This design comes from an exercise in tuning for small area and a short achievable clock period on the open sky130 flow, not from production work.
RTL that was checked went through simulation tests only; none was proved equivalent to the original.
For runs 2 to 5, only the layout was checked, not whether the RTL still works.
Power figures rest on the tool's default switching activity, not on a simulated workload.

`design/flow/flow/run.sh`:
```
#!/bin/bash
# The standard layout (the standard.sh, standard synthesis included),
# with plain buffers on the ports instead of the delay cells that
# buffer_ports picks by itself.
set -euo pipefail
export BUFFER_PORTS_ARGS="-buffer_cell sky130_fd_sc_hd__buf_2"
bash standard.sh > standard.log 2>&1
```
`design/flow/standard.sh`:
```
#!/bin/bash
# synth_recipe.tcl (not shown) runs the flow's synth.tcl, then flattens the netlist and writes it again
# the make line also repeats each setting of config.mk as NAME=value (left out here)
make -C /OpenROAD-flow-scripts/flow DESIGN_CONFIG=/design/flow/config.mk WORK_HOME=/design/flow/orfs CLKGATE_MAP_FILE= SYNTH_SCRIPT=/design/flow/synth_recipe.tcl "${@:-finish}"
```
`design/flow/config.mk`:
```
export PLATFORM = sky130hd
export DESIGN_NAME = ARMSIM
export DESIGN_NICKNAME = ARMSIM
export VERILOG_FILES = /design/flow/design.v
export SDC_FILE = /design/flow/constraint.sdc
export NUM_CORES = 4
export LEC_CHECK = 0
export ABC_AREA = 1
export CAP_MARGIN = 75
export CORE_MARGIN = 2
export CORE_UTILIZATION = 40
export SETUP_SLACK_MARGIN = 0.5
export SLEW_MARGIN = 75
```
`design/flow/constraint.sdc`:
```
create_clock -name core_clock -period 25.0 [get_ports {CLOCK_50}]
set_input_delay 5.0000 -clock core_clock [delete_from_list [all_inputs] [get_ports {CLOCK_50}]]
set_output_delay 5.0000 -clock core_clock [all_outputs]
set_load 0.01 [all_outputs]
```
`design/flow/design.v`:
```
module ARMSIM(
	input CLOCK_50, rst, fu_EN,
	output[31:0] imem_addr,
	input[31:0] imem_data,
	output dmem_r_en, dmem_w_en,
	output[31:0] dmem_addr, dmem_wdata,
	input[31:0] dmem_rdata,
	output wb_en,
	output[3:0] wb_dest,
	output[31:0] wb_data
);
	wire clk = CLOCK_50;
	function cond_ok;
		input [3:0] c;
		input [3:0] f;  
		begin
			case (c)
				4'b0000: cond_ok = f[2];
				4'b0001: cond_ok = ~f[2];
				4'b0010: cond_ok = f[1];
				4'b0011: cond_ok = ~f[1];
				4'b0100: cond_ok = f[3];
				4'b0101: cond_ok = ~f[3];
				4'b0110: cond_ok = f[0];
				4'b0111: cond_ok = ~f[0];
				4'b1000: cond_ok = f[1] & ~f[2];
				4'b1001: cond_ok = ~f[1] & f[2];
				4'b1010: cond_ok = f[3] == f[0];
				4'b1011: cond_ok = f[3] != f[0];
				4'b1100: cond_ok = ~f[2] & (f[3] == f[0]);
				4'b1101: cond_ok = ~f[2] | (f[3] != f[0]);
				default: cond_ok = 1'b1;
			endcase
		end
	endfunction
	reg [31:0] pc;
	reg [31:0] f_ins;           
	reg [31:0] f_prev;          
	reg f_stall;                
	reg fu_r;                   
	reg [3:0] sr;               
	reg x_wb, x_mr, x_mw, x_br, x_s;    
	reg x_nh;                   
	reg [3:0] x_cond, x_dest;
	reg [31:0] x_a;             
	reg [31:0] x_bv;            
	reg [11:0] x_so;            
	reg [4:0] x_rot;            
	reg x_los;
	reg x_inv, x_cinc, x_cin1;
	reg x_sum, x_and, x_or, x_xor, x_mov;   
	reg x_fa_mem, x_fb_mem, x_fa_ld, x_fb_ld;
	reg m_wb, m_mr, m_mw, m_sel;
	reg [3:0] m_dest;
	reg [31:0] m_alu, m_st;
	reg w_wb;
	reg [3:0] w_dest;
	reg [31:0] w_val;
	reg [31:0] rf [0:15];
	reg [15:0] rv;              
	wire x_ok = cond_ok(x_cond, sr) & x_nh;
	wire e_wb = x_wb & x_ok;
	wire e_mr = x_mr & x_ok;
	wire e_mw = x_mw & x_ok;
	wire e_br = x_br & x_ok;
	wire e_s  = x_s & x_ok;
	wire [31:0] opa = x_fa_ld ? w_val : x_fa_mem ? m_alu : x_a;
	wire [31:0] opb = x_fb_ld ? w_val : x_fb_mem ? m_alu : x_bv;
	wire [63:0] rot2 = {opb, opb} >> x_rot;
	wire [4:0] sh_n = x_so[11:7];
	reg [31:0] keep;
	integer k;
	always @(*) begin
		for (k = 0; k < 32; k = k + 1)
			case (x_so[6:5])
				2'b00: keep[k] = (k >= sh_n);
				2'b11: keep[k] = 1'b1;
				default: keep[k] = (k + sh_n < 32);
			endcase
	end
	wire [31:0] shv = {(x_so[6:5] == 2'b11) ? opb[0] : rot2[31], rot2[30:0]} & keep;
	wire [31:0] val2 = x_los ? {20'b0, x_so} : shv;
	wire [31:0] b2 = x_inv ? ~val2 : val2;
	wire cin = x_cin1 | (x_cinc & sr[1]);
	wire [31:0] pg = opa ^ b2;
	wire [31:0] g0 = opa & b2;
	reg [31:0] gg, pp;
	reg [32:0] c;
	integer l, j;
	always @(*) begin
		gg = g0;
		pp = pg;
		for (l = 0; l < 5; l = l + 1)
			for (j = 0; j < 32; j = j + 1)
				if (j & (1 << l)) begin
					gg[j] = gg[j] | (pp[j] & gg[((j >> l) << l) - 1]);
					pp[j] = pp[j] & pp[((j >> l) << l) - 1];
				end
		c = {gg | (pp & {32{cin}}), cin};
	end
	wire [31:0] sum = pg ^ c[31:0];
	wire [31:0] lres = ({32{x_and}} & g0) | ({32{x_or}} & (g0 | pg))
	                 | ({32{x_xor}} & pg) | ({32{x_mov}} & b2);
	wire [31:0] alu = ({32{x_sum}} & sum) | lres;
	wire z_sum = &(~(pg ^ {opa[30:0] | b2[30:0], cin}));
	wire f_z = x_sum ? z_sum : (lres == 32'b0);
	wire f_c = x_sum & (c[32] ^ x_inv);
	wire f_v = x_sum & (c[32] ^ c[31]);
	wire [3:0] flags = {alu[31], f_z, f_c, f_v};
	wire [31:0] ins = f_stall ? f_prev : f_ins;
	wire [1:0] mode = ins[27:26];
	wire [3:0] op = ins[24:21];
	wire i_s = ins[20];
	wire i_imm = ins[25];
	wire [3:0] src1 = ins[19:16];
	wire is_ls = (op == 4'b0100) && (mode == 2'b01);
	wire [3:0] src2 = is_ls ? ins[15:12] : (!i_imm && !ins[4]) ? ins[3:0] : 4'b0;
	wire dp = (mode == 2'b00);
	reg d_wbop;
	always @(*) begin
		case (op)
			4'b1101, 4'b1111, 4'b0100, 4'b0101, 4'b0010, 4'b0110,
			4'b0000, 4'b1100, 4'b0001: d_wbop = 1'b1;
			default: d_wbop = 1'b0;
		endcase
	end
	wire d_wb = (dp & d_wbop) | (is_ls & i_s);
	wire d_mr = is_ls & i_s;
	wire d_mw = is_ls & ~i_s;
	wire d_br = (mode == 2'b10) && (op == 4'b0111);
	wire d_s  = dp & i_s;
	reg d_inv, d_cinc, d_cin1, d_sum, d_and, d_or, d_xor, d_mov;
	always @(*) begin
		{d_inv, d_cinc, d_cin1, d_sum, d_and, d_or, d_xor, d_mov} = 8'b0;
		if (dp) begin
			case (op)
				4'b1101: d_mov = 1'b1;                                 
				4'b1111: begin d_mov = 1'b1; d_inv = 1'b1; end         
				4'b0100: d_sum = 1'b1;                                 
				4'b0101: begin d_sum = 1'b1; d_cinc = 1'b1; end        
				4'b0010, 4'b1010: begin d_sum = 1'b1; d_inv = 1'b1; d_cin1 = 1'b1; end  
				4'b0110: begin d_sum = 1'b1; d_inv = 1'b1; d_cinc = 1'b1; end  
				4'b1100: d_or = 1'b1;                                  
				4'b0001: d_xor = 1'b1;                                 
				default: d_and = 1'b1;                                 
			endcase
		end else begin
			d_sum = 1'b1;  
		end
	end
	wire d_immdp = i_imm & ~is_ls & ~d_br;
	wire [63:0] rimm = {24'b0, ins[7:0], 24'b0, ins[7:0]} >> {ins[11:8], 1'b0};
	wire d_sh0 = d_br | d_immdp;      
	wire [11:0] d_so = (d_sh0 & ~is_ls) ? 12'b0 : ins[11:0];
	wire [4:0] d_rot = (d_so[6:5] == 2'b00) ? 5'd0 - d_so[11:7] :
	                   (d_so[6:5] == 2'b11) ? 5'd0 : d_so[11:7];
	wire [31:0] wbv_n = m_sel ? dmem_rdata : m_alu;
	wire use_b = ~d_sh0 | is_ls;
	wire fa_wb_n  = fu_r & ~d_br & m_wb & (m_dest == src1);
	wire fa_mem_n = fu_r & ~d_br & e_wb & (x_dest == src1) & ~fa_wb_n;
	wire fb_wb_n  = fu_r & use_b & m_wb & (m_dest == src2);
	wire fb_mem_n = fu_r & use_b & e_wb & (x_dest == src2) & ~fb_wb_n;
	wire [15:0] dec1 = 16'b1 << src1;
	wire [15:0] dec2 = 16'b1 << src2;
	wire a_rf = ~d_br & ~fa_wb_n;
	wire b_rf = use_b & ~fb_wb_n;
	reg [31:0] a_n, b_n;
	integer r;
	always @(*) begin
		a_n = ({32{d_br}} & pc)
		    | ({32{fa_wb_n & ~m_sel}} & m_alu)
		    | ({32{a_rf & ~|(dec1 & rv)}} & {28'b0, src1});
		b_n = ({32{d_br}} & {{8{ins[23]}}, ins[23:0]})
		    | ({32{d_immdp}} & rimm[31:0])
		    | ({32{fb_wb_n & ~m_sel}} & m_alu)
		    | ({32{b_rf & ~|(dec2 & rv)}} & {28'b0, src2});
		for (r = 0; r < 16; r = r + 1) begin
			a_n = a_n | ({32{a_rf & dec1[r] & rv[r]}} & rf[r]);
			b_n = b_n | ({32{b_rf & dec2[r] & rv[r]}} & rf[r]);
		end
	end
	wire d_ok_late = cond_ok(ins[31:28], e_s ? flags : sr);
	wire ex1 = (x_dest == src1), ex2 = (x_dest == src2);
	wire me1 = (m_dest == src1), me2 = (m_dest == src2);
	wire haz_early = fu_r ? (e_mr & (ex1 | ex2))
	                      : ((e_wb & (ex1 | (~i_imm & ex2))) | (m_wb & (me1 | (~i_imm & me2))));
	wire haz_k = ~fu_r & i_imm & d_mw & ((e_wb & ex2) | (m_wb & me2));
	wire hazard = haz_early | (haz_k & d_ok_late);
	always @(posedge clk) begin
		fu_r <= fu_EN;
		if (rst)
			pc <= 32'b0;
		else if (!hazard)
			pc <= e_br ? sum : pc + 32'd1;
		f_ins <= (rst || e_br) ? 32'b0 : imem_data;
		f_prev <= ins;
		f_stall <= ~rst & hazard;
		if (rst)
			sr <= 4'b0;
		else if (e_s)
			sr <= flags;
		if (rst || e_br)
			{x_wb, x_mr, x_mw, x_br, x_s} <= 5'b0;
		else
			{x_wb, x_mr, x_mw, x_br, x_s} <= {d_wb, d_mr, d_mw, d_br, d_s};
		x_nh <= ~hazard;
		x_cond <= ins[31:28];
		x_dest <= ins[15:12];
		x_a <= a_n;
		x_bv <= b_n;
		x_so <= d_so;
		x_rot <= d_rot;
		x_los <= is_ls;
		{x_inv, x_cinc, x_cin1} <= {d_inv, d_cinc, d_cin1};
		{x_sum, x_and, x_or, x_xor, x_mov} <= {d_sum, d_and, d_or, d_xor, d_mov};
		{x_fa_mem, x_fb_mem} <= {fa_mem_n, fb_mem_n};
		{x_fa_ld, x_fb_ld} <= {fa_wb_n & m_sel, fb_wb_n & m_sel};
		if (rst)
			{m_wb, m_mr, m_mw} <= 3'b0;
		else
			{m_wb, m_mr, m_mw} <= {e_wb, e_mr, e_mw};
		m_sel <= x_mr;
		m_dest <= x_dest;
		m_alu <= alu;
		m_st <= opb;
		if (rst)
			rv <= 16'b0;
		else if (m_wb)
			rv[m_dest] <= 1'b1;
		if (m_wb)
			rf[m_dest] <= wbv_n;
		w_wb <= rst ? 1'b0 : m_wb;
		w_dest <= m_dest;
		w_val <= wbv_n;
	end
	assign imem_addr = pc;
	assign dmem_r_en = m_mr;
	assign dmem_w_en = m_mw;
	assign dmem_addr = m_alu;
	assign dmem_wdata = m_st;
	assign wb_en = w_wb;
	assign wb_dest = w_dest;
	assign wb_data = w_val;
endmodule
```
==> results of run 1 <==
metrics by stage:
| stage | instance area [µm²] | total power, mW | cells |
|---|---|---|---|
| 3_3_place_gp | 45700 | 3.04 | 6579 |
| 4_1_cts | 51400 | 4.49 | 6831 |
| 3_5_place_dp | 48300 | 3.11 | 6661 |
| 5_1_grt | 51800 | 4.68 | 6839 |
| 6_report | 51800 | 4.56 | 6849 |
| 2_1_floorplan | 43000 | 2.40 | 5112 |
Yosys cell counts (all sizes together) (16+ instances only):
cell type / n
nor3: 64
edfxtp: 512
o21bai: 16
o2111ai: 62
a211oi: 45
ha: 76
a221oi: 106
nor4: 30
nand4: 106
dfxtp: 327
a21oi: 198
nand3: 485
or2: 63
xor2: 46
buf: 98
o211ai: 51
o21ai: 261
inv: 533
o22ai: 78
o221ai: 21
and2: 42
nor2: 308
nand2: 1325
clkbuf: 142
routing by layer:
layer	global-route usage [%]	wire length (µm)	share of wire, %
met1	47.0	78400	36
met2	57.6	93400	43
met4	25.7	17200	8.0
met3	10.7	26400	12
met5	0	101	0.047
power groups by stage:
stage | Clock [mW] | Sequential (mW) | Combinational [mW]
detailed placement | 0 | 1.85 | 1.27
finish | 1.40 | 1.83 | 1.33
floorplan | 0 | 1.78 | 0.627
global placement | 0 | 1.85 | 1.19
CTS | 1.41 | 1.82 | 1.27
global route | 1.46 | 1.83 | 1.39
state kept, by name, indices dropped and copies added (netlist names), 26 cells and up:
register / count
pc: 32
m_alu: 32
x_a: 32
x_bv: 32
w_val: 32
m_st: 32
f_prev: 26
rf: 512
f_ins: 32
cells by family (layout without fill, tap and decap cells):
group	count (synthesis)	count (layout)	synth area share, %
flip-flops	839	839	50.9
AO/OA/AOI/OAI	915	915	13.8
adder cells (fa/ha/maj)	77	77	2.26
other	0	11	0
buffers and inverters	785	1108	7.17
AND/OR/NAND/NOR	2435	2435	24.6
XOR/XNOR	61	61	1.24
final cells by class:
cell class | count | area share [%]
antenna | 11 | 0.0532
clock buffer | 114 | 4.82
multi-input combinational | 3488 | 38.0
sequential | 839 | 42.5
timing repair buffer | 393 | 5.93
clock inverter | 56 | 1.06
tap | 1403 | 3.39
inverter | 545 | 4.24
worst max-delay path by stage:
| stage | startpoint | endpoint | slack, ns | cells past startpoint |
|---|---|---|---|---|
| 2_1_floorplan | rst | f_ins[10]$_SDFF_PP0_ | 18.90 | 5 |
| 3_3_place_gp | x_fb_ld$_DFF_P_ | f_stall$_DFF_P_ | 17.22 | 40 |
| 3_5_place_dp | x_so[5]$_DFF_P_ | f_stall$_DFF_P_ | 18.55 | 39 |
| 4_1_cts | m_alu[14]$_DFF_P_ | dmem_addr[14] | 18.42 | 2 |
| 5_1_grt | x_so[6]$_DFF_P_ | f_stall$_DFF_P_ | 18.05 | 40 |
| 6_report | m_alu[14]$_DFF_P_ | dmem_addr[14] | 18.41 | 2 |
==> impl_metrics.prom, run 1 <==
# TYPE chip_impl_metric gauge
chip_impl_metric{name="first_pass_iters",unit=""} 8
chip_impl_metric{name="post_synth_arst_share",unit="%"} 0
chip_impl_metric{name="maxSlewHeadroom",unit="%"} 68.1
chip_impl_metric{name="die_area",unit="mm²"} 0.110
chip_impl_metric{name="wl",unit="µm"} 215000
chip_impl_metric{name="finalWeightedCongestion",unit=""} 1.04
chip_impl_metric{name="h_tree_depth",unit=""} 3
chip_impl_metric{name="dr.first_iter.drc_count",unit=""} 6408
chip_impl_metric{name="postCtsSetupRepairBufs",unit=""} 0
chip_impl_metric{name="synth_edf_count",unit=""} 512
chip_impl_metric{name="share_comb_of_total_power",unit="%"} 29.1
chip_impl_metric{name="power_report.internal_total",unit="mW"} 2.83
chip_impl_metric{name="area_added_between_synthesis_and_finish",unit="%"} 20.3
chip_impl_metric{name="die-height",unit="µm"} 332
chip_impl_info{name="crit_path_cell_trace",value="buf_4 > buf_2"} 1
chip_impl_info{name="worstSetupPathType",value="register to output pin"} 1
chip_impl_info{name="ctsRootBufferMaster",value="sky130_fd_sc_hd__clkbuf_16"} 1
chip_impl_info{name="grt_setup_unrepaired",value="false"} 1
chip_impl_metric{name="dp_hpwl",unit="µm"} 158000
chip_impl_metric{name="period_share",unit="%"} 26.3
chip_impl_metric{name="netSwitchingPower",unit="mW"} 1.73
chip_impl_metric{name="layout.area.seq",unit="mm²"} 0.0220
chip_impl_info{name="ys_dominant_reg_cell",value="sky130_fd_sc_hd__edfxtp_1"} 1
chip_impl_metric{name="post_synth.cell_area_avg",unit="µm²"} 8.42
chip_impl_info{name="timing.rr.start",value="x_so[6]$_DFF_P_"} 1
chip_impl_metric{name="core-area",unit="mm²"} 0.107
chip_impl_metric{name="critPathMaxFanout",unit=""} 5
chip_impl_info{name="layout.cells.most_common",value="sky130_fd_sc_hd__nand2_1"} 1
chip_impl_metric{name="synth.net_count",unit=""} 5256
chip_impl_info{name="clock_tree_from_tritoncts",value="yes"} 1
chip_impl_metric{name="power.ir.vdd_worst",unit="V"} 0.0000505
chip_impl_info{name="worstSetupEndpointType",value="output pin"} 1
chip_impl_metric{name="port_buffers",unit=""} 201
chip_impl_info{name="critical_path.startpoint_type",value="register"} 1
chip_impl_metric{name="synthDominantCellAreaShare",unit="%"} 35.7
chip_impl_metric{name="synth_warnings",unit=""} 1
chip_impl_metric{name="power.share.sequential",unit="%"} 40.2
chip_impl_metric{name="ff2ff_setup_slack",unit="ns"} 18.56
chip_impl_metric{name="tightestPinTransition",unit="ns"} 0.474
chip_impl_metric{name="number_of_clock_buffers_inserted_by_tritoncts",unit=""} 92
chip_impl_metric{name="finalWorstPathRequiredPeriod",unit="ns"} 6.59
chip_impl_metric{name="grt.total_usage",unit="%"} 38.0
chip_impl_info{name="cpLargestDelayFamily",value="buffers and inverters"} 1
chip_impl_metric{name="initial_core_util",unit="%"} 40.3
chip_impl_metric{name="combined_area_of_the_multi_input_logic_cells",unit="mm²"} 0.0197
chip_impl_metric{name="totalNegativeSetupSlack",unit="ns"} 0
chip_impl_info{name="holdPathEnd",value="m_sel$_DFF_P_"} 1
chip_impl_metric{name="dr_total_vias",unit=""} 42056
chip_impl_metric{name="grt_overflow",unit=""} 0
chip_impl_metric{name="crit_arrival",unit="ns"} 1.59
chip_impl_info{name="netlist_top_cells_area",value="sky130_fd_sc_hd__edfxtp_1 (36%), sky130_fd_sc_hd__dfxtp_1 (15%), sky130_fd_sc_hd__nand2_1 (11%)"} 1
chip_impl_metric{name="syn_area",unit="mm²"} 0.0430
chip_impl_metric{name="cp_bufs_invs",unit=""} 2
chip_impl_metric{name="synth.yosys.seq_area_share",unit="%"} 50.9
chip_impl_metric{name="grt_start_max_net_pins",unit=""} 58
chip_impl_metric{name="clock.fmax",unit="MHz"} 152
chip_impl_metric{name="dp_worst_setup_slack",unit="ns"} 18.55
chip_impl_info{name="outcome",value="finished clean"} 1
chip_impl_metric{name="antenna_found_initial",unit=""} 30
chip_impl_metric{name="final_max_slew_viol_count",unit=""} 0
chip_impl_metric{name="hold_viol_final",unit=""} 0
chip_impl_metric{name="setup_slack",unit="ns"} 18.41
chip_impl_metric{name="drc",unit=""} 0
chip_impl_metric{name="swShare",unit="%"} 38.0
chip_impl_metric{name="drive_gt1_share",unit="%"} 17.3
chip_impl_metric{name="hold_path_depth",unit=""} 0
chip_impl_metric{name="worst_hold_slack",unit="ns"} 0.353
chip_impl_metric{name="syn_inst",unit=""} 5112
chip_impl_metric{name="reg2regPathDepth",unit=""} 37
chip_impl_info{name="post-synth-top-area-cell",value="sky130_fd_sc_hd__edfxtp_1"} 1
chip_impl_info{name="worst_r2r_endpoint",value="f_stall$_DFF_P_"} 1
chip_impl_metric{name="detail-route-antenna-nets",unit=""} 0
chip_impl_metric{name="post_drt_via_cell_ratio",unit=""} 6.14
chip_impl_info{name="min_path_type",value="register to register"} 1
chip_impl_metric{name="ys_ff_latch",unit=""} 839
chip_impl_metric{name="power.density_cell_area",unit="mW/mm²"} 88.1
chip_impl_metric{name="ctsHoldBuffers",unit=""} 0
chip_impl_metric{name="layout.core_utilization",unit="%"} 48.4
chip_impl_metric{name="drt-wirelength-per-cell",unit="µm"} 31.5
chip_impl_metric{name="max_cap_viol_count",unit=""} 0
chip_impl_metric{name="yosysUniqueCellTypes",unit=""} 65
chip_impl_metric{name="slowest_delay",unit="ns"} 0.40
chip_impl_metric{name="finalSetupViolations",unit=""} 0
chip_impl_metric{name="final.setup_skew",unit="ns"} 0.0366
chip_impl_metric{name="global_route_wire_length_before_repair",unit="µm"} 296000
chip_impl_metric{name="worst_ep_required_time",unit="ns"} 20.00
chip_impl_info{name="hp-start",value="x_mr$_SDFF_PP0_"} 1
chip_impl_metric{name="post_cts_resize_count",unit=""} 0
chip_impl_metric{name="first_global_vias",unit=""} 38616
chip_impl_metric{name="design.final.nets",unit=""} 5503
chip_impl_metric{name="nFillCells",unit=""} 10253
chip_impl_metric{name="cts_num_sinks",unit=""} 839
chip_impl_info{name="mostFrequentLayoutCells",value="sky130_fd_sc_hd__nand2_1 (1265), sky130_fd_sc_hd__edfxtp_1 (512), sky130_fd_sc_hd__nand3_1 (484)"} 1
chip_impl_metric{name="worst_skew_pair.late_latency",unit="ns"} 0.70
chip_impl_metric{name="static-leakage-power",unit="nW"} 20.9
chip_impl_metric{name="ctsLongestPathBuffers",unit=""} 3
chip_impl_metric{name="row_count",unit=""} 120
chip_impl_metric{name="clock_pin_slew_of_the_registers_on_the_worst_case_setup_and_hold_paths",unit="ns"} 0.06
chip_impl_metric{name="power.share.clock",unit="%"} 30.7
chip_impl_metric{name="pin_count",unit=""} 202
chip_impl_metric{name="die_w",unit="µm"} 332
chip_impl_info{name="timing.critical_path.slowest_stage_cell",value="sky130_fd_sc_hd__dfxtp_1"} 1
==> run 2, diff against run 1 <==
--- a/design/flow/design.v
+++ b/design/flow/design.v
@@ -36,6 +36,4 @@
 	reg [31:0] pc;
 	reg [31:0] f_ins;           
-	reg [31:0] f_prev;          
-	reg f_stall;                
 	reg fu_r;                   
 	reg [3:0] sr;               
@@ -108,5 +106,5 @@
 	wire f_v = x_sum & (c[32] ^ c[31]);
 	wire [3:0] flags = {alu[31], f_z, f_c, f_v};
-	wire [31:0] ins = f_stall ? f_prev : f_ins;
+	wire [31:0] ins = f_ins;
 	wire [1:0] mode = ins[27:26];
 	wire [3:0] op = ins[24:21];
@@ -189,11 +187,11 @@
 	always @(posedge clk) begin
 		fu_r <= fu_EN;
-		if (rst)
+		if (rst) begin
 			pc <= 32'b0;
-		else if (!hazard)
+			f_ins <= 32'b0;
+		end else if (!hazard) begin
 			pc <= e_br ? sum : pc + 32'd1;
-		f_ins <= (rst || e_br) ? 32'b0 : imem_data;
-		f_prev <= ins;
-		f_stall <= ~rst & hazard;
+			f_ins <= e_br ? 32'b0 : imem_data;
+		end
 		if (rst)
 			sr <= 4'b0;
==> impl_metrics.prom, run 2 <==
# TYPE chip_impl_metric gauge
chip_impl_info{name="outcome",value="finished clean"} 1
chip_impl_metric{name="finalSetupViolations",unit=""} 0
chip_impl_metric{name="first_global_vias",unit=""} 37573
chip_impl_info{name="worstSetupPathType",value="register to register"} 1
chip_impl_metric{name="power.ir.vdd_worst",unit="V"} 0.0000631
chip_impl_info{name="ys_dominant_reg_cell",value="sky130_fd_sc_hd__edfxtp_1"} 1
chip_impl_metric{name="pin_count",unit=""} 202
chip_impl_metric{name="final.setup_skew",unit="ns"} 0.0440
chip_impl_info{name="layout.cells.most_common",value="sky130_fd_sc_hd__nand2_1"} 1
chip_impl_metric{name="post_place_instance_area",unit="mm²"} 0.0474
chip_impl_info{name="post-synth-top-area-cell",value="sky130_fd_sc_hd__edfxtp_1"} 1
chip_impl_info{name="mostFrequentLayoutCells",value="sky130_fd_sc_hd__nand2_1 (1135), sky130_fd_sc_hd__edfxtp_1 (512), sky130_fd_sc_hd__nand3_1 (490)"} 1
chip_impl_metric{name="row_count",unit=""} 119
chip_impl_metric{name="finalWeightedCongestion",unit=""} 1.04
chip_impl_info{name="holdPathEnd",value="x_dest[2]$_DFF_P_"} 1
chip_impl_metric{name="ff2ff_setup_slack",unit="ns"} 18.29
chip_impl_metric{name="drt-wirelength-per-cell",unit="µm"} 30.5
chip_impl_metric{name="area_added_between_synthesis_and_finish",unit="%"} 20.2
chip_impl_metric{name="maxSlewHeadroom",unit="%"} 68.0
chip_impl_metric{name="synth_warnings",unit=""} 1
chip_impl_metric{name="post_drt_via_cell_ratio",unit=""} 6.14
chip_impl_metric{name="detail-route-antenna-nets",unit=""} 0
chip_impl_metric{name="dp_hpwl",unit="µm"} 151000
chip_impl_metric{name="die-height",unit="µm"} 329
chip_impl_metric{name="totalPowerFinal",unit="mW"} 4.08
chip_impl_info{name="cp_common_cell",value="sky130_fd_sc_hd__nand2_1"} 1
chip_impl_metric{name="hold_path_depth",unit=""} 0
chip_impl_metric{name="post_synth_arst_share",unit="%"} 0
chip_impl_metric{name="antenna_found_initial",unit=""} 20
chip_impl_metric{name="clock.fmax",unit="MHz"} 149
chip_impl_metric{name="slowest_delay",unit="ns"} 0.36
chip_impl_metric{name="met2WireLength",unit="µm"} 87600
chip_impl_metric{name="core-area",unit="mm²"} 0.105
chip_impl_metric{name="design.final.nets",unit=""} 5287
chip_impl_metric{name="synth_edf_count",unit=""} 512
chip_impl_metric{name="ctsLongestPathBuffers",unit=""} 3
chip_impl_metric{name="dr.first_iter.drc_count",unit=""} 6296
chip_impl_info{name="registers.top_by_ff_count",value="rf"} 1
chip_impl_metric{name="finalWorstPathRequiredPeriod",unit="ns"} 6.71
chip_impl_metric{name="number_of_clock_buffers_inserted_by_tritoncts",unit=""} 89
chip_impl_info{name="critical_path.startpoint_type",value="register"} 1
chip_impl_metric{name="routed-wl-met3",unit="µm"} 24100
chip_impl_metric{name="hold_viol_final",unit=""} 0
chip_impl_info{name="crit_path_start",value="x_fb_mem$_DFF_P_"} 1
chip_impl_metric{name="post_cts_resize_count",unit=""} 0
chip_impl_metric{name="final_max_slew_viol_count",unit=""} 0
chip_impl_metric{name="synth.yosys.seq_area_share",unit="%"} 50.8
chip_impl_metric{name="h_tree_depth",unit=""} 3
chip_impl_info{name="worstSetupEndpointType",value="register"} 1
chip_impl_metric{name="critPathMaxFanout",unit=""} 36
chip_impl_metric{name="grt_start_max_net_pins",unit=""} 58
chip_impl_metric{name="tightestPinTransition",unit="ns"} 0.479
chip_impl_info{name="timing.critical_path.slowest_stage_cell",value="sky130_fd_sc_hd__buf_4"} 1
chip_impl_info{name="hp-start",value="f_ins[14]$_SDFFE_PP0N_"} 1
chip_impl_metric{name="post_synth.cell_area_avg",unit="µm²"} 8.61
chip_impl_metric{name="worst_skew_pair.late_latency",unit="ns"} 0.70
chip_impl_info{name="netlist_top_cells_area",value="sky130_fd_sc_hd__edfxtp_1 (36%), sky130_fd_sc_hd__dfxtp_1 (14%), sky130_fd_sc_hd__nand2_1 (10%)"} 1
chip_impl_metric{name="first_pass_iters",unit=""} 8
chip_impl_metric{name="die_w",unit="µm"} 329
chip_impl_metric{name="largest_register_ff_count",unit=""} 512
chip_impl_metric{name="synthDominantCellAreaShare",unit="%"} 36.4
chip_impl_metric{name="dr_total_vias",unit=""} 40624
chip_impl_info{name="clock_tree_from_tritoncts",value="yes"} 1
chip_impl_metric{name="clock_pin_slew_of_the_registers_on_the_worst_case_setup_and_hold_paths",unit="ns"} 0.06
chip_impl_metric{name="yosysUniqueCellTypes",unit=""} 64
chip_impl_metric{name="synth.net_count",unit=""} 5046
chip_impl_metric{name="global_route_wire_length_before_repair",unit="µm"} 279000
chip_impl_metric{name="ctsHoldBuffers",unit=""} 0
chip_impl_metric{name="port_buffers",unit=""} 201
chip_impl_metric{name="ys_ff_latch",unit=""} 815
chip_impl_info{name="timing.rr.start",value="x_fb_mem$_DFF_P_"} 1
chip_impl_metric{name="worst_ep_required_time",unit="ns"} 25.53
chip_impl_metric{name="drive_gt1_share",unit="%"} 17.4
chip_impl_metric{name="wl",unit="µm"} 202000
chip_impl_metric{name="totalNegativeSetupSlack",unit="ns"} 0
chip_impl_metric{name="syn_inst",unit=""} 4900
chip_impl_metric{name="die_area",unit="mm²"} 0.108
chip_impl_info{name="worst_r2r_endpoint",value="f_ins[18]$_SDFFE_PP0N_"} 1
chip_impl_metric{name="initial_core_util",unit="%"} 40.2
chip_impl_info{name="grt_setup_unrepaired",value="false"} 1
chip_impl_metric{name="power.density_cell_area",unit="mW/mm²"} 80.5
chip_impl_info{name="min_path_type",value="register to register"} 1
chip_impl_info{name="most_common_cell_in_the_synthesized_netlist",value="sky130_fd_sc_hd__nand2_1"} 1
chip_impl_metric{name="max_cap_viol_count",unit=""} 0
chip_impl_metric{name="period_share",unit="%"} 26.8
chip_impl_metric{name="syn_area",unit="mm²"} 0.0422
chip_impl_metric{name="static-leakage-power",unit="nW"} 20.0
chip_impl_metric{name="finished_layout_cell_area",unit="mm²"} 0.0507
chip_impl_metric{name="reg2regPathDepth",unit=""} 40
chip_impl_metric{name="drc",unit=""} 0
chip_impl_metric{name="wirelength_met1",unit="µm"} 74000
chip_impl_metric{name="grt.total_usage",unit="%"} 36.3
chip_impl_metric{name="cts_num_sinks",unit=""} 815
chip_impl_info{name="maxUsedRoutingLayer",value="met5"} 1
chip_impl_metric{name="grt_overflow",unit=""} 0
chip_impl_info{name="ys_top_cells_by_count",value="sky130_fd_sc_hd__nand2_1 (1175), sky130_fd_sc_hd__edfxtp_1 (512), sky130_fd_sc_hd__nand3_1 (490), sky130_fd_sc_hd__inv_1 (476), sky130_fd_sc_hd__dfxtp_1 (303)"} 1
chip_impl_info{name="ctsRootBufferMaster",value="sky130_fd_sc_hd__clkbuf_16"} 1
chip_impl_metric{name="postCtsSetupRepairBufs",unit=""} 0
chip_impl_metric{name="crit_arrival",unit="ns"} 7.23
[run 2: kinds of logic after synthesis]
group | synth area share [%]
AND/OR/NAND/NOR | 22.9
AO/OA/AOI/OAI | 15.3
flip-flops | 50.8
buffers and inverters | 6.95
adder cells (fa/ha/maj) | 2.36
XOR/XNOR | 1.62
[run 2: per-layer routing]
metal / track usage (%) / vias to the layer above
met4: 24.8 / 22
li1: - / 17720
met5: 0 / -
met2: 55.0 / 2764
met3: 9.10 / 632
met1: 45.7 / 19486
[run 2: worst max path at each step]
stage / slack, ns / cells past startpoint / to
floorplan: 18.83 / 6 / pc[29]$_SDFFE_PP0N_
global placement: 17.59 / 37 / pc[22]$_SDFFE_PP0N_
detailed placement: 18.45 / 40 / f_ins[18]$_SDFFE_PP0N_
CTS: 18.40 / 2 / dmem_addr[29]
global route: 17.80 / 37 / f_ins[18]$_SDFFE_PP0N_
finish: 18.29 / 40 / f_ins[18]$_SDFFE_PP0N_
[run 2: through the flow]
stage / hold WS, ns / util, % / instances / worst slack, ns
after CTS: 0.362 / 47.9 / 6595 / 18.40
final: 0.365 / 48.3 / 6613 / 18.29
after detailed placement: 0.348 / 45.2 / 6428 / 18.45
after global placement: 0.349 / 42.8 / 6367 / 17.59
after floorplan: 0.331 / - / 4900 / 18.83
after global routing: 0.371 / 48.3 / 6608 / 17.80
[run 2: final cells by class]
type	instances	area [µm²]
inverters	513	1990
clock buffers	120	2470
fillers	9960	54300
repair buffers	391	3020
flip-flops and latches	815	21500
multi-input cells	3331	19500
diodes	5	12.5
well taps	1391	1740
clock inverters	47	432
[run 2: report_power, final]
group / switching [mW] / internal, mW / total, mW
sequential: 0.131 / 1.59 / 1.72
combinational: 0.746 / 0.276 / 1.02
clock: 0.577 / 0.757 / 1.33
total: 1.45 / 2.63 / 4.08
[run 2: critical path: cells and delay by family, from the launching register on]
family | cells | cell delay [ns]
flip-flops | 1 | 0.32
buffers and inverters | 6 | 1.09
AND/OR/NAND/NOR | 26 | 3.59
adder cells (fa/ha/maj) | 1 | 0.21
AO/OA/AOI/OAI | 7 | 1.22
==> run 3, diff against run 2 <==
==> design/flow/run.sh (new file) <==
#!/bin/bash
# synth_recipe.tcl (not shown) runs the flow's synth.tcl, then flattens the netlist and writes it again
# the make line also repeats each setting of config.mk as NAME=value (left out here)
make -C /OpenROAD-flow-scripts/flow DESIGN_CONFIG=/design/flow/config.mk WORK_HOME=/design/flow/orfs CLKGATE_MAP_FILE= SYNTH_SCRIPT=/design/flow/synth_recipe.tcl finish
removed: design/flow/flow/run.sh
removed: design/flow/standard.sh
==> impl_metrics.prom, run 3 <==
# TYPE chip_impl_metric gauge
chip_impl_metric{name="die_w",unit="µm"} 329
chip_impl_metric{name="postCtsSetupRepairBufs",unit=""} 0
chip_impl_metric{name="synthDominantCellAreaShare",unit="%"} 36.4
chip_impl_info{name="cpLargestDelayFamily",value="buffers and inverters"} 1
chip_impl_metric{name="ys_ff_latch",unit=""} 815
chip_impl_metric{name="netSwitchingPower",unit="mW"} 1.45
chip_impl_metric{name="drc",unit=""} 0
chip_impl_metric{name="number_of_clock_buffers_inserted_by_tritoncts",unit=""} 89
chip_impl_metric{name="port_buffers",unit=""} 201
chip_impl_info{name="mostFrequentLayoutCells",value="sky130_fd_sc_hd__nand2_1 (1133), sky130_fd_sc_hd__edfxtp_1 (512), sky130_fd_sc_hd__nand3_1 (489)"} 1
chip_impl_info{name="clock_tree_from_tritoncts",value="yes"} 1
chip_impl_metric{name="dr_total_vias",unit=""} 40650
chip_impl_info{name="most_common_cell_in_the_synthesized_netlist",value="sky130_fd_sc_hd__nand2_1"} 1
chip_impl_info{name="min_path_type",value="register to register"} 1
chip_impl_metric{name="maxSlewHeadroom",unit="%"} 71.8
chip_impl_metric{name="synth_warnings",unit=""} 1
chip_impl_metric{name="first_pass_iters",unit=""} 7
chip_impl_metric{name="totalPowerFinal",unit="mW"} 4.13
chip_impl_info{name="outcome",value="finished clean"} 1
chip_impl_metric{name="totalNegativeSetupSlack",unit="ns"} 0
chip_impl_metric{name="die-height",unit="µm"} 329
chip_impl_metric{name="cp_bufs_invs",unit=""} 1
chip_impl_metric{name="grt_start_max_net_pins",unit=""} 58
chip_impl_metric{name="h_tree_depth",unit=""} 3
chip_impl_metric{name="die_area",unit="mm²"} 0.108
chip_impl_metric{name="design.final.nets",unit=""} 5290
chip_impl_metric{name="slowest_delay",unit="ns"} 0.61
chip_impl_metric{name="dr.first_iter.drc_count",unit=""} 6272
chip_impl_metric{name="post_cts_resize_count",unit=""} 0
chip_impl_metric{name="yosysUniqueCellTypes",unit=""} 64
chip_impl_info{name="critical_path.startpoint_type",value="register"} 1
chip_impl_info{name="crit_path_cell_trace",value="clkdlybuf4s50_1"} 1
chip_impl_metric{name="ctsHoldBuffers",unit=""} 0
chip_impl_info{name="worstSetupPathType",value="register to output pin"} 1
chip_impl_metric{name="finalWeightedCongestion",unit=""} 1.05
chip_impl_metric{name="grt.total_usage",unit="%"} 36.6
chip_impl_info{name="timing.critical_path.slowest_stage_cell",value="sky130_fd_sc_hd__clkdlybuf4s50_1"} 1
chip_impl_metric{name="swShare",unit="%"} 35.1
chip_impl_metric{name="worst_skew_pair.late_latency",unit="ns"} 0.70
chip_impl_metric{name="layout.core_utilization",unit="%"} 49.4
chip_impl_info{name="grt_setup_unrepaired",value="false"} 1
chip_impl_metric{name="syn_area",unit="mm²"} 0.0422
chip_impl_metric{name="static-leakage-power",unit="nW"} 19.8
chip_impl_metric{name="global_route_wire_length_before_repair",unit="µm"} 281000
chip_impl_metric{name="pin_count",unit=""} 202
chip_impl_metric{name="post_drt_via_cell_ratio",unit=""} 6.15
chip_impl_metric{name="period_share",unit="%"} 27.5
chip_impl_metric{name="crit_arrival",unit="ns"} 1.88
chip_impl_metric{name="dp_hpwl",unit="µm"} 152000
chip_impl_metric{name="antenna_found_initial",unit=""} 18
chip_impl_metric{name="ctsLongestPathBuffers",unit=""} 3
chip_impl_metric{name="share_comb_of_total_power",unit="%"} 25.7
chip_impl_info{name="ctsRootBufferMaster",value="sky130_fd_sc_hd__clkbuf_16"} 1
chip_impl_info{name="ys_top_cells_by_count",value="sky130_fd_sc_hd__nand2_1 (1175), sky130_fd_sc_hd__edfxtp_1 (512), sky130_fd_sc_hd__nand3_1 (490), sky130_fd_sc_hd__inv_1 (476), sky130_fd_sc_hd__dfxtp_1 (303)"} 1
chip_impl_metric{name="row_count",unit=""} 119
chip_impl_metric{name="worst_ep_required_time",unit="ns"} 20.00
chip_impl_info{name="post-synth-top-area-cell",value="sky130_fd_sc_hd__edfxtp_1"} 1
chip_impl_metric{name="synth.net_count",unit=""} 5046
chip_impl_metric{name="core-area",unit="mm²"} 0.105
chip_impl_info{name="worstSetupEndpointType",value="output pin"} 1
chip_impl_metric{name="cts_num_sinks",unit=""} 815
chip_impl_metric{name="hold_viol_final",unit=""} 0
chip_impl_metric{name="detail-route-antenna-nets",unit=""} 0
chip_impl_metric{name="power.share.clock",unit="%"} 32.4
chip_impl_info{name="layout.cells.most_common",value="sky130_fd_sc_hd__nand2_1"} 1
chip_impl_metric{name="power.density_cell_area",unit="mW/mm²"} 79.7
chip_impl_info{name="netlist_top_cells_area",value="sky130_fd_sc_hd__edfxtp_1 (36%), sky130_fd_sc_hd__dfxtp_1 (14%), sky130_fd_sc_hd__nand2_1 (10%)"} 1
chip_impl_info{name="ys_dominant_reg_cell",value="sky130_fd_sc_hd__edfxtp_1"} 1
chip_impl_metric{name="max_cap_viol_count",unit=""} 0
chip_impl_metric{name="final.setup_skew",unit="ns"} 0.0320
chip_impl_metric{name="largest_register_ff_count",unit=""} 512
chip_impl_metric{name="power_report.internal_total",unit="mW"} 2.68
chip_impl_info{name="registers.top_by_ff_count",value="rf"} 1
chip_impl_metric{name="drive_gt1_share",unit="%"} 13.7
chip_impl_metric{name="area_added_between_synthesis_and_finish",unit="%"} 22.9
chip_impl_metric{name="post_synth_arst_share",unit="%"} 0
chip_impl_metric{name="drt-wirelength-per-cell",unit="µm"} 30.6
chip_impl_metric{name="tightestPinTransition",unit="ns"} 0.423
chip_impl_metric{name="power.ir.vdd_worst",unit="V"} 0.0000660
chip_impl_metric{name="post_synth.cell_area_avg",unit="µm²"} 8.61
chip_impl_metric{name="power.share.sequential",unit="%"} 41.9
chip_impl_metric{name="final_max_slew_viol_count",unit=""} 0
chip_impl_metric{name="synth_edf_count",unit=""} 512
chip_impl_metric{name="wl",unit="µm"} 202000
chip_impl_metric{name="syn_inst",unit=""} 4900
chip_impl_metric{name="initial_core_util",unit="%"} 40.2
chip_impl_metric{name="synth.yosys.seq_area_share",unit="%"} 50.8
chip_impl_metric{name="finalWorstPathRequiredPeriod",unit="ns"} 6.88
chip_impl_metric{name="finalSetupViolations",unit=""} 0
chip_impl_metric{name="clock_pin_slew_of_the_registers_on_the_worst_case_setup_and_hold_paths",unit="ns"} 0.06
chip_impl_metric{name="grt_overflow",unit=""} 0
chip_impl_metric{name="first_global_vias",unit=""} 37663
chip_impl_metric{name="critPathMaxFanout",unit=""} 6
chip_impl_metric{name="clock.fmax",unit="MHz"} 145
## run 3: area by class of cell
class,instances,area (µm²)
Fill cell,9885,53100
Tap cell,1391,1740
Antenna cell,4,10.0
Sequential cell,815,21500
Clock inverter,40,424
Clock buffer,127,2540
Multi-Input combinational cell,3331,19500
Timing Repair Buffer,394,4090
Inverter,513,1990
## run 3: kinds of logic (layout without fill, tap and decap cells)
group | Yosys count | count (layout) | synth area share [%]
adders and majority gates | 79 | 79 | 2.36
other | 0 | 4 | 0
DFF | 815 | 815 | 50.8
xor gates and xnor gates | 78 | 78 | 1.62
and+or+nand+nor | 2228 | 2228 | 22.9
buffers and inverters | 754 | 1074 | 6.95
AOI/OAI and AO/OA | 946 | 946 | 15.3
## run 3: routing by layer
layer / vias to the layer above / routed length, µm / global-route usage, % / share of wire [%]
li1: 17748 / - / - / -
met1: 19518 / 74800 / 45.5 / 37
met2: 2779 / 88800 / 55.4 / 44
met3: 585 / 24200 / 10.5 / 12
met4: 20 / 14600 / 23.6 / 7.2
met5: - / 131 / 0 / 0.065
## run 3: metrics by stage
stage	setup slack (ns)	hold slack, ns	cells	area [µm²]
after global routing	17.89	0.359	6611	51800
after detailed placement	18.55	0.339	6426	48400
after global placement	17.53	0.338	6365	45900
after CTS	18.12	0.346	6593	51400
final	18.12	0.351	6615	51800
after floorplan	18.83	0.331	4900	42200
## run 3: worst register-to-register path: cells and delay by family (launching register included)
family                   cells  cell delay (ns)
AO/OA/AOI/OAI                7             1.23
adder cells (fa/ha/maj)      2             0.84
buffers and inverters        6             1.17
flip-flops                   1             0.40
AND/OR/NAND/NOR             21             2.86
## run 3: worst paths after layout
kind	start	end	slack, ns	cells past startpoint
setup reg to reg	x_so[6]$_DFF_P_	f_ins[17]$_SDFFE_PP0N_	18.38	36
hold reg to reg	x_mr$_SDFF_PP0_	m_sel$_DFF_P_	0.35	0
hold / removal	x_mr$_SDFF_PP0_	m_sel$_DFF_P_	0.35	0
setup / recovery	m_alu[26]$_DFF_P_	dmem_addr[26]	18.12	1
## run 3: power groups by stage
| stage | registers, mW | logic, mW | clock network (mW) |
|---|---|---|---|
| 2_1_floorplan | 1.69 | 0.485 | 0 |
| 3_3_place_gp | 1.74 | 0.956 | 0 |
| 3_5_place_dp | 1.75 | 1.02 | 0 |
| 4_1_cts | 1.72 | 1.02 | 1.35 |
| 5_1_grt | 1.72 | 1.12 | 1.40 |
| 6_report | 1.73 | 1.06 | 1.34 |
==> run 4, diff against run 3 <==
--- a/design/flow/design.v
+++ b/design/flow/design.v
@@ -88,4 +88,5 @@
 	always @(*) begin
 		gg = g0;
+		gg[0] = gg[0] | (pg[0] & cin);
 		pp = pg;
 		for (l = 0; l < 5; l = l + 1)
@@ -95,5 +96,5 @@
 					pp[j] = pp[j] & pp[((j >> l) << l) - 1];
 				end
-		c = {gg | (pp & {32{cin}}), cin};
+		c = {gg, cin};
 	end
 	wire [31:0] sum = pg ^ c[31:0];
==> impl_metrics.prom, run 4 <==
# TYPE chip_impl_metric gauge
chip_impl_info{name="worstSetupEndpointType",value="output pin"} 1
chip_impl_info{name="ys_dominant_reg_cell",value="sky130_fd_sc_hd__edfxtp_1"} 1
chip_impl_info{name="grt_setup_unrepaired",value="false"} 1
chip_impl_metric{name="max_cap_viol_count",unit=""} 0
chip_impl_metric{name="synth.yosys.seq_area_share",unit="%"} 50.8
chip_impl_info{name="worstSetupPathType",value="register to output pin"} 1
chip_impl_info{name="registers.top_by_ff_count",value="rf"} 1
chip_impl_info{name="timing.rr.start",value="x_fb_ld$_DFF_P_"} 1
chip_impl_metric{name="critPathMaxFanout",unit=""} 6
chip_impl_metric{name="area_added_between_synthesis_and_finish",unit="%"} 22.2
chip_impl_metric{name="pin_count",unit=""} 202
chip_impl_metric{name="core-area",unit="mm²"} 0.105
chip_impl_metric{name="syn_inst",unit=""} 4927
chip_impl_metric{name="grt.total_usage",unit="%"} 36.9
chip_impl_info{name="post-synth-top-area-cell",value="sky130_fd_sc_hd__edfxtp_1"} 1
chip_impl_metric{name="synth_warnings",unit=""} 1
chip_impl_metric{name="number_of_clock_buffers_inserted_by_tritoncts",unit=""} 90
chip_impl_metric{name="syn_area",unit="mm²"} 0.0422
chip_impl_info{name="main_combinational_cell_family_by_area_after_synthesis",value="simple AND/OR/NAND/NOR gates"} 1
chip_impl_metric{name="dr.first_iter.drc_count",unit=""} 6246
chip_impl_metric{name="hold_viol_final",unit=""} 0
chip_impl_info{name="ctsRootBufferMaster",value="sky130_fd_sc_hd__clkbuf_16"} 1
chip_impl_metric{name="synth_xor_area_share",unit="%"} 1.37
chip_impl_metric{name="row_count",unit=""} 119
chip_impl_metric{name="ff2ff_setup_slack",unit="ns"} 18.12
chip_impl_metric{name="first_pass_iters",unit=""} 6
chip_impl_metric{name="finalWeightedCongestion",unit=""} 1.04
chip_impl_metric{name="post_synth_fa_ha_maj_area_fraction",unit="%"} 2.75
chip_impl_metric{name="drt-wirelength-per-cell",unit="µm"} 30.8
chip_impl_metric{name="post_drt_via_cell_ratio",unit=""} 6.11
chip_impl_info{name="cpLargestDelayFamily",value="buffers and inverters"} 1
chip_impl_metric{name="layout.area.seq",unit="mm²"} 0.0215
chip_impl_metric{name="drc",unit=""} 0
chip_impl_metric{name="postCtsSetupRepairBufs",unit=""} 0
chip_impl_metric{name="combined_area_of_the_multi_input_logic_cells",unit="mm²"} 0.0194
chip_impl_metric{name="totalNegativeSetupSlack",unit="ns"} 0
chip_impl_metric{name="synth_compound_area_share",unit="%"} 14.2
chip_impl_metric{name="cts_num_sinks",unit=""} 815
chip_impl_metric{name="global_route_wire_length_before_repair",unit="µm"} 282000
chip_impl_metric{name="clock_pin_slew_of_the_registers_on_the_worst_case_setup_and_hold_paths",unit="ns"} 0.06
chip_impl_info{name="mostFrequentLayoutCells",value="sky130_fd_sc_hd__nand2_1 (1200), sky130_fd_sc_hd__edfxtp_1 (512), sky130_fd_sc_hd__nand3_1 (496)"} 1
chip_impl_metric{name="wl",unit="µm"} 204000
chip_impl_metric{name="ctsLongestPathBuffers",unit=""} 3
chip_impl_metric{name="design.final.nets",unit=""} 5309
chip_impl_metric{name="final.setup_skew",unit="ns"} 0.0399
chip_impl_metric{name="dr_total_vias",unit=""} 40463
chip_impl_info{name="netlist_top_cells_area",value="sky130_fd_sc_hd__edfxtp_1 (36%), sky130_fd_sc_hd__dfxtp_1 (14%), sky130_fd_sc_hd__nand2_1 (11%)"} 1
chip_impl_info{name="hp-start",value="x_mr$_SDFF_PP0_"} 1
chip_impl_metric{name="power.density_cell_area",unit="mW/mm²"} 82.5
chip_impl_metric{name="synthDominantCellAreaShare",unit="%"} 36.4
chip_impl_metric{name="initial_core_util",unit="%"} 40.2
chip_impl_metric{name="clock.fmax",unit="MHz"} 145
chip_impl_metric{name="synth-simple-area-share",unit="%"} 23.8
chip_impl_metric{name="tightestPinTransition",unit="ns"} 0.411
chip_impl_metric{name="final_max_slew_viol_count",unit=""} 0
chip_impl_metric{name="first_global_vias",unit=""} 37545
chip_impl_metric{name="synth.net_count",unit=""} 5083
chip_impl_info{name="most_common_cell_in_the_synthesized_netlist",value="sky130_fd_sc_hd__nand2_1"} 1
chip_impl_metric{name="post_synth_arst_share",unit="%"} 0
chip_impl_info{name="clock_tree_from_tritoncts",value="yes"} 1
chip_impl_metric{name="slowest_delay",unit="ns"} 0.60
chip_impl_metric{name="static-leakage-power",unit="nW"} 19.9
chip_impl_metric{name="nFillCells",unit=""} 9915
chip_impl_info{name="crit_path_cell_trace",value="buf_4 > clkdlybuf4s50_1"} 1
chip_impl_metric{name="antenna_found_initial",unit=""} 12
chip_impl_metric{name="die_area",unit="mm²"} 0.108
chip_impl_metric{name="largest_register_ff_count",unit=""} 512
chip_impl_metric{name="dp_worst_setup_slack",unit="ns"} 18.24
chip_impl_info{name="crit_path_start",value="m_alu[4]$_DFF_P_"} 1
chip_impl_metric{name="worst_ep_required_time",unit="ns"} 20.00
chip_impl_info{name="critical_path.startpoint_type",value="register"} 1
chip_impl_metric{name="cp_bufs_invs",unit=""} 2
chip_impl_info{name="min_path_type",value="register to register"} 1
chip_impl_metric{name="ctsHoldBuffers",unit=""} 0
chip_impl_metric{name="finalSetupViolations",unit=""} 0
chip_impl_metric{name="h_tree_depth",unit=""} 3
chip_impl_info{name="ys_top_cells_by_count",value="sky130_fd_sc_hd__nand2_1 (1243), sky130_fd_sc_hd__edfxtp_1 (512), sky130_fd_sc_hd__nand3_1 (498), sky130_fd_sc_hd__inv_1 (480), sky130_fd_sc_hd__dfxtp_1 (303)"} 1
chip_impl_metric{name="power.ir.vdd_worst",unit="V"} 0.0000523
chip_impl_metric{name="synth_edf_count",unit=""} 512
chip_impl_metric{name="crit_arrival",unit="ns"} 1.89
chip_impl_metric{name="grt_overflow",unit=""} 0
chip_impl_metric{name="finalWorstPathRequiredPeriod",unit="ns"} 6.89
chip_impl_metric{name="post_cts_resize_count",unit=""} 0
chip_impl_metric{name="worst_skew_pair.late_latency",unit="ns"} 0.71
chip_impl_metric{name="yosysUniqueCellTypes",unit=""} 62
chip_impl_metric{name="maxSlewHeadroom",unit="%"} 72.5
chip_impl_metric{name="post_synth.cell_area_avg",unit="µm²"} 8.57
chip_impl_metric{name="detail-route-antenna-nets",unit=""} 0
chip_impl_metric{name="port_buffers",unit=""} 201
chip_impl_metric{name="die_w",unit="µm"} 329
chip_impl_info{name="layout.cells.most_common",value="sky130_fd_sc_hd__nand2_1"} 1
chip_impl_metric{name="period_share",unit="%"} 27.6
chip_impl_metric{name="synth_mux_area_share",unit="%"} 0.0237
chip_impl_metric{name="grt_start_max_net_pins",unit=""} 60
chip_impl_metric{name="setup_slack",unit="ns"} 18.11
chip_impl_metric{name="die-height",unit="µm"} 329
chip_impl_metric{name="dp_hpwl",unit="µm"} 153000
chip_impl_metric{name="ys_ff_latch",unit=""} 815
chip_impl_metric{name="drive_gt1_share",unit="%"} 13.3
chip_impl_info{name="outcome",value="finished clean"} 1
chip_impl_info{name="timing.critical_path.slowest_stage_cell",value="sky130_fd_sc_hd__clkdlybuf4s50_1"} 1
[run 4: power breakdown]
group / total, mW / internal, mW / switching [mW]
Sequential: 1.76 / 1.60 / 0.161
Clock: 1.38 / 0.781 / 0.596
Combinational: 1.11 / 0.338 / 0.774
Total: 4.25 / 2.72 / 1.53
[run 4: cell type report]
class                           count  area share (%)
Sequential cell                   815            41.8
Timing Repair Buffer              376            7.35
Multi-Input combinational cell   3357            37.7
Tap cell                         1391            3.38
Antenna cell                        2         0.00971
Inverter                          513            3.92
Clock buffer                      131            5.02
Clock inverter                     36           0.883
[run 4: worst reg2reg max path: cells and delay by family (launching register included)]
kind,cells,cell delay [ns]
AOI/OAI and AO/OA,3,0.69
adders and majority gates,2,0.82
buffers and inverters,5,0.67
DFF,1,0.56
and+or+nand+nor,34,4.06
[run 4: per-layer routing]
layer | part of all wire [%] | up-vias | GRT usage (%)
li1 | - | 17721 | -
met1 | 38 | 19465 | 47.1
met2 | 44 | 2716 | 56.2
met3 | 11 | 545 | 9.13
met4 | 7.1 | 16 | 22.6
met5 | 0.048 | - | 0
[run 4: logic make-up after synthesis]
logic type                 Yosys count
and+or+nand+nor                   2318
AOI/OAI and AO/OA                  883
DFF                                815
buffers and inverters              755
adders and majority gates           89
xor gates and xnor gates            66
muxes                                1
[run 4: stage by stage]
step | hold WS [ns] | utilization, % | power [mW] | instance area (µm²) | std cells
detailed placement | 0.337 | 45.8 | 2.85 | 48100 | 6438
global route | 0.354 | 49.1 | 4.35 | 51600 | 6619
floorplan | 0.329 | - | 2.20 | 42200 | 4927
finish | 0.353 | 49.1 | 4.25 | 51600 | 6621
CTS | 0.355 | 48.7 | 4.21 | 51200 | 6605
global placement | 0.340 | 43.7 | 2.78 | 45900 | 6387
[run 4: worst paths after layout]
kind,end,cells after the start
hold reg to reg,m_sel$_DFF_P_,0
hold / removal,m_sel$_DFF_P_,0
setup / recovery,dmem_addr[4],2
setup reg to reg,pc[21]$_SDFFE_PP0N_,44
==> run 5, diff against run 4 <==
--- a/design/flow/config.mk
+++ b/design/flow/config.mk
@@ -7,7 +7,7 @@
 export LEC_CHECK = 0
 export ABC_AREA = 1
-export CAP_MARGIN = 75
+export CAP_MARGIN = 50
 export CORE_MARGIN = 2
 export CORE_UTILIZATION = 40
 export SETUP_SLACK_MARGIN = 0.5
-export SLEW_MARGIN = 75
+export SLEW_MARGIN = 50
==> impl_metrics.prom, run 5 <==
# TYPE chip_impl_metric gauge
chip_impl_metric{name="ys_ff_latch",unit=""} 815
chip_impl_metric{name="maxSlewHeadroom",unit="%"} 45.3
chip_impl_metric{name="totalPowerFinal",unit="mW"} 4.14
chip_impl_metric{name="crit_arrival",unit="ns"} 8.45
chip_impl_metric{name="first_global_vias",unit=""} 36926
chip_impl_metric{name="pin_count",unit=""} 202
chip_impl_metric{name="synthDominantCellAreaShare",unit="%"} 36.4
chip_impl_info{name="grt_setup_unrepaired",value="false"} 1
chip_impl_metric{name="detail-route-antenna-nets",unit=""} 0
chip_impl_metric{name="grt_start_max_net_pins",unit=""} 60
chip_impl_metric{name="post_synth_arst_share",unit="%"} 0
chip_impl_info{name="mostFrequentLayoutCells",value="sky130_fd_sc_hd__nand2_1 (1234), sky130_fd_sc_hd__edfxtp_1 (512), sky130_fd_sc_hd__nand3_1 (498)"} 1
chip_impl_metric{name="number_of_clock_buffers_inserted_by_tritoncts",unit=""} 90
chip_impl_metric{name="worst_hold_slack",unit="ns"} 0.349
chip_impl_metric{name="ctsLongestPathBuffers",unit=""} 3
chip_impl_info{name="clock_tree_from_tritoncts",value="yes"} 1
chip_impl_metric{name="drt-wirelength-per-cell",unit="µm"} 30.9
chip_impl_metric{name="port_buffers",unit=""} 201
chip_impl_metric{name="layout.core_utilization",unit="%"} 46.7
chip_impl_metric{name="slowest_delay",unit="ns"} 0.66
chip_impl_metric{name="core-area",unit="mm²"} 0.105
chip_impl_metric{name="post_place_instance_area",unit="mm²"} 0.0460
chip_impl_info{name="cp_common_cell",value="sky130_fd_sc_hd__nand2_1"} 1
chip_impl_metric{name="power.ir.vdd_worst",unit="V"} 0.0000485
chip_impl_metric{name="grt.total_usage",unit="%"} 36.5
chip_impl_metric{name="design.final.nets",unit=""} 5249
chip_impl_info{name="ys_top_cells_by_count",value="sky130_fd_sc_hd__nand2_1 (1243), sky130_fd_sc_hd__edfxtp_1 (512), sky130_fd_sc_hd__nand3_1 (498), sky130_fd_sc_hd__inv_1 (480), sky130_fd_sc_hd__dfxtp_1 (303)"} 1
chip_impl_metric{name="syn_inst",unit=""} 4927
chip_impl_metric{name="grt_util_met3",unit="%"} 8.18
chip_impl_info{name="critical_path.startpoint_type",value="register"} 1
chip_impl_metric{name="post_synth_fa_ha_maj_area_fraction",unit="%"} 2.75
chip_impl_metric{name="initial_core_util",unit="%"} 40.2
chip_impl_metric{name="finished_layout_cell_area",unit="mm²"} 0.0490
chip_impl_info{name="worstSetupPathType",value="register to register"} 1
chip_impl_info{name="cpLargestDelayFamily",value="simple AND/OR/NAND/NOR gates"} 1
chip_impl_info{name="netlist_top_cells_area",value="sky130_fd_sc_hd__edfxtp_1 (36%), sky130_fd_sc_hd__dfxtp_1 (14%), sky130_fd_sc_hd__nand2_1 (11%)"} 1
chip_impl_metric{name="synth_xor_area_share",unit="%"} 1.37
chip_impl_metric{name="h_tree_depth",unit=""} 3
chip_impl_info{name="timing.critical_path.slowest_stage_cell",value="sky130_fd_sc_hd__dfxtp_2"} 1
chip_impl_info{name="layout.cells.most_common",value="sky130_fd_sc_hd__nand2_1"} 1
chip_impl_metric{name="finalSetupViolations",unit=""} 0
chip_impl_info{name="outcome",value="finished clean"} 1
chip_impl_metric{name="post_synth.cell_area_avg",unit="µm²"} 8.57
chip_impl_info{name="post-synth-top-area-cell",value="sky130_fd_sc_hd__edfxtp_1"} 1
chip_impl_info{name="worstSetupEndpointType",value="register"} 1
chip_impl_info{name="min_path_type",value="register to register"} 1
chip_impl_info{name="main_combinational_cell_family_by_area_after_synthesis",value="simple AND/OR/NAND/NOR gates"} 1
chip_impl_metric{name="die_area",unit="mm²"} 0.108
chip_impl_metric{name="antenna_found_initial",unit=""} 16
chip_impl_metric{name="largest_register_ff_count",unit=""} 512
chip_impl_metric{name="drc",unit=""} 0
chip_impl_metric{name="post_cts_resize_count",unit=""} 0
chip_impl_metric{name="nFillCells",unit=""} 10166
chip_impl_metric{name="cp_bufs_invs",unit=""} 5
chip_impl_info{name="registers.top_by_ff_count",value="rf"} 1
chip_impl_metric{name="totalNegativeSetupSlack",unit="ns"} 0
chip_impl_metric{name="grt.met1_usage",unit="%"} 47.3
chip_impl_metric{name="dr.first_iter.drc_count",unit=""} 6363
chip_impl_metric{name="synth_edf_count",unit=""} 512
chip_impl_metric{name="die-height",unit="µm"} 329
chip_impl_metric{name="power.density_cell_area",unit="mW/mm²"} 84.5
chip_impl_metric{name="area_added_between_synthesis_and_finish",unit="%"} 16.1
chip_impl_metric{name="dp_hpwl",unit="µm"} 150000
chip_impl_metric{name="final_cell_count_no_fill",unit=""} 6562
chip_impl_metric{name="wl",unit="µm"} 203000
chip_impl_metric{name="die_w",unit="µm"} 329
chip_impl_metric{name="post_drt_via_cell_ratio",unit=""} 6.14
chip_impl_metric{name="synth_compound_area_share",unit="%"} 14.2
chip_impl_metric{name="cts_num_sinks",unit=""} 815
chip_impl_metric{name="syn_area",unit="mm²"} 0.0422
chip_impl_metric{name="period_share",unit="%"} 31.4
[run 5: cell counts after synthesis]
No cell type changed its count.
[run 5: per-layer routing]
layer,routed length [µm],up-vias
met2,88200,2726
met4,14500,14
li1,-,17609
met1,76400,19417
met3,23400,532
met5,88,-
[run 5: worst paths after layout]
kind         depth (start not counted)                 end            start  slack, ns
max                                 44  pc[9]$_SDFFE_PP0N_  x_fb_ld$_DFF_P_      17.14
min                                  0       m_sel$_DFF_P_  x_mr$_SDFF_PP0_       0.35
max reg2reg                         44  pc[9]$_SDFFE_PP0N_  x_fb_ld$_DFF_P_      17.14
min reg2reg                          0       m_sel$_DFF_P_  x_mr$_SDFF_PP0_       0.35
[run 5: cell families after synthesis]
group	count (synthesis)
AO/OA/AOI/OAI	883
XOR/XNOR	66
adder cells (fa/ha/maj)	89
buffers and inverters	755
flip-flops	815
multiplexers	1
AND/OR/NAND/NOR	2318
[run 5: final cells by class]
| class | count | area (µm²) | share of cell area [%] |
|---|---|---|---|
| clock inverters | 40 | 367 | 0.748 |
| multi-input cells | 3357 | 18000 | 36.8 |
| clock buffers | 125 | 2540 | 5.19 |
| inverters | 513 | 1930 | 3.94 |
| well taps | 1391 | 1740 | 3.55 |
| repair buffers | 316 | 2920 | 5.96 |
| flip-flops and latches | 815 | 21500 | 43.8 |
| diodes | 5 | 12.5 | 0.0255 |
[run 5: worst register-to-register path, delay by kind of cell, from the launching register on]
family	cells	cell delay [ns]
adders and majority gates	2	0.82
DFF	1	0.66
AOI/OAI and AO/OA	4	0.79
and+or+nand+nor	33	4.05
buffers and inverters	5	1.42
[run 5: where the power goes]
group	total [mW]	switching, mW	internal (mW)	leakage [nW]
clock network	1.34	0.577	0.765	1.43
logic	1.05	0.739	0.306	10.6
registers	1.75	0.155	1.60	7.16

## port drivers added, routing unchanged
The flow's constraints put no driver on any port. The routed layouts listed below were extracted and timed again, unchanged, in two steps.
Step 1 assumes that a clkbuf_16 drives the clock port and a buf_2 every other input.
Step 2 moves the port delays by t, midway between the first and last clock arrival at a register: inputs arrive t later, outputs are due t later. That takes back most of the time a late clock gives input paths.
Slacks: no drivers / after step 1 / after step 2; pairs: no drivers / after step 1.
run | t, ns | setup slack, ns | hold slack, ns | worst data-port slew with drivers (ns) | pins driven straight from the clock port
run 1 | 0.760 | 18.414 / 18.333 / 18.563 | 0.353 / 0.353 / 0.353 | 0.05 | 1
run 2 | 0.756 | 18.291 / 18.291 / 18.291 | 0.365 / 0.365 / 0.365 | 0.04 | 1
run 3 | 0.770 | 18.124 / 18.042 / 18.381 | 0.351 / 0.351 / 0.351 | 0.05 | 1
run 4 | 0.762 | 18.111 / 18.043 / 18.118 | 0.353 / 0.353 / 0.353 | 0.06 | 1
run 5 | 0.752 | 17.138 / 17.138 / 17.138 | 0.349 / 0.349 / 0.349 | 0.06 | 1
After both steps setup and hold are still met in every run listed.
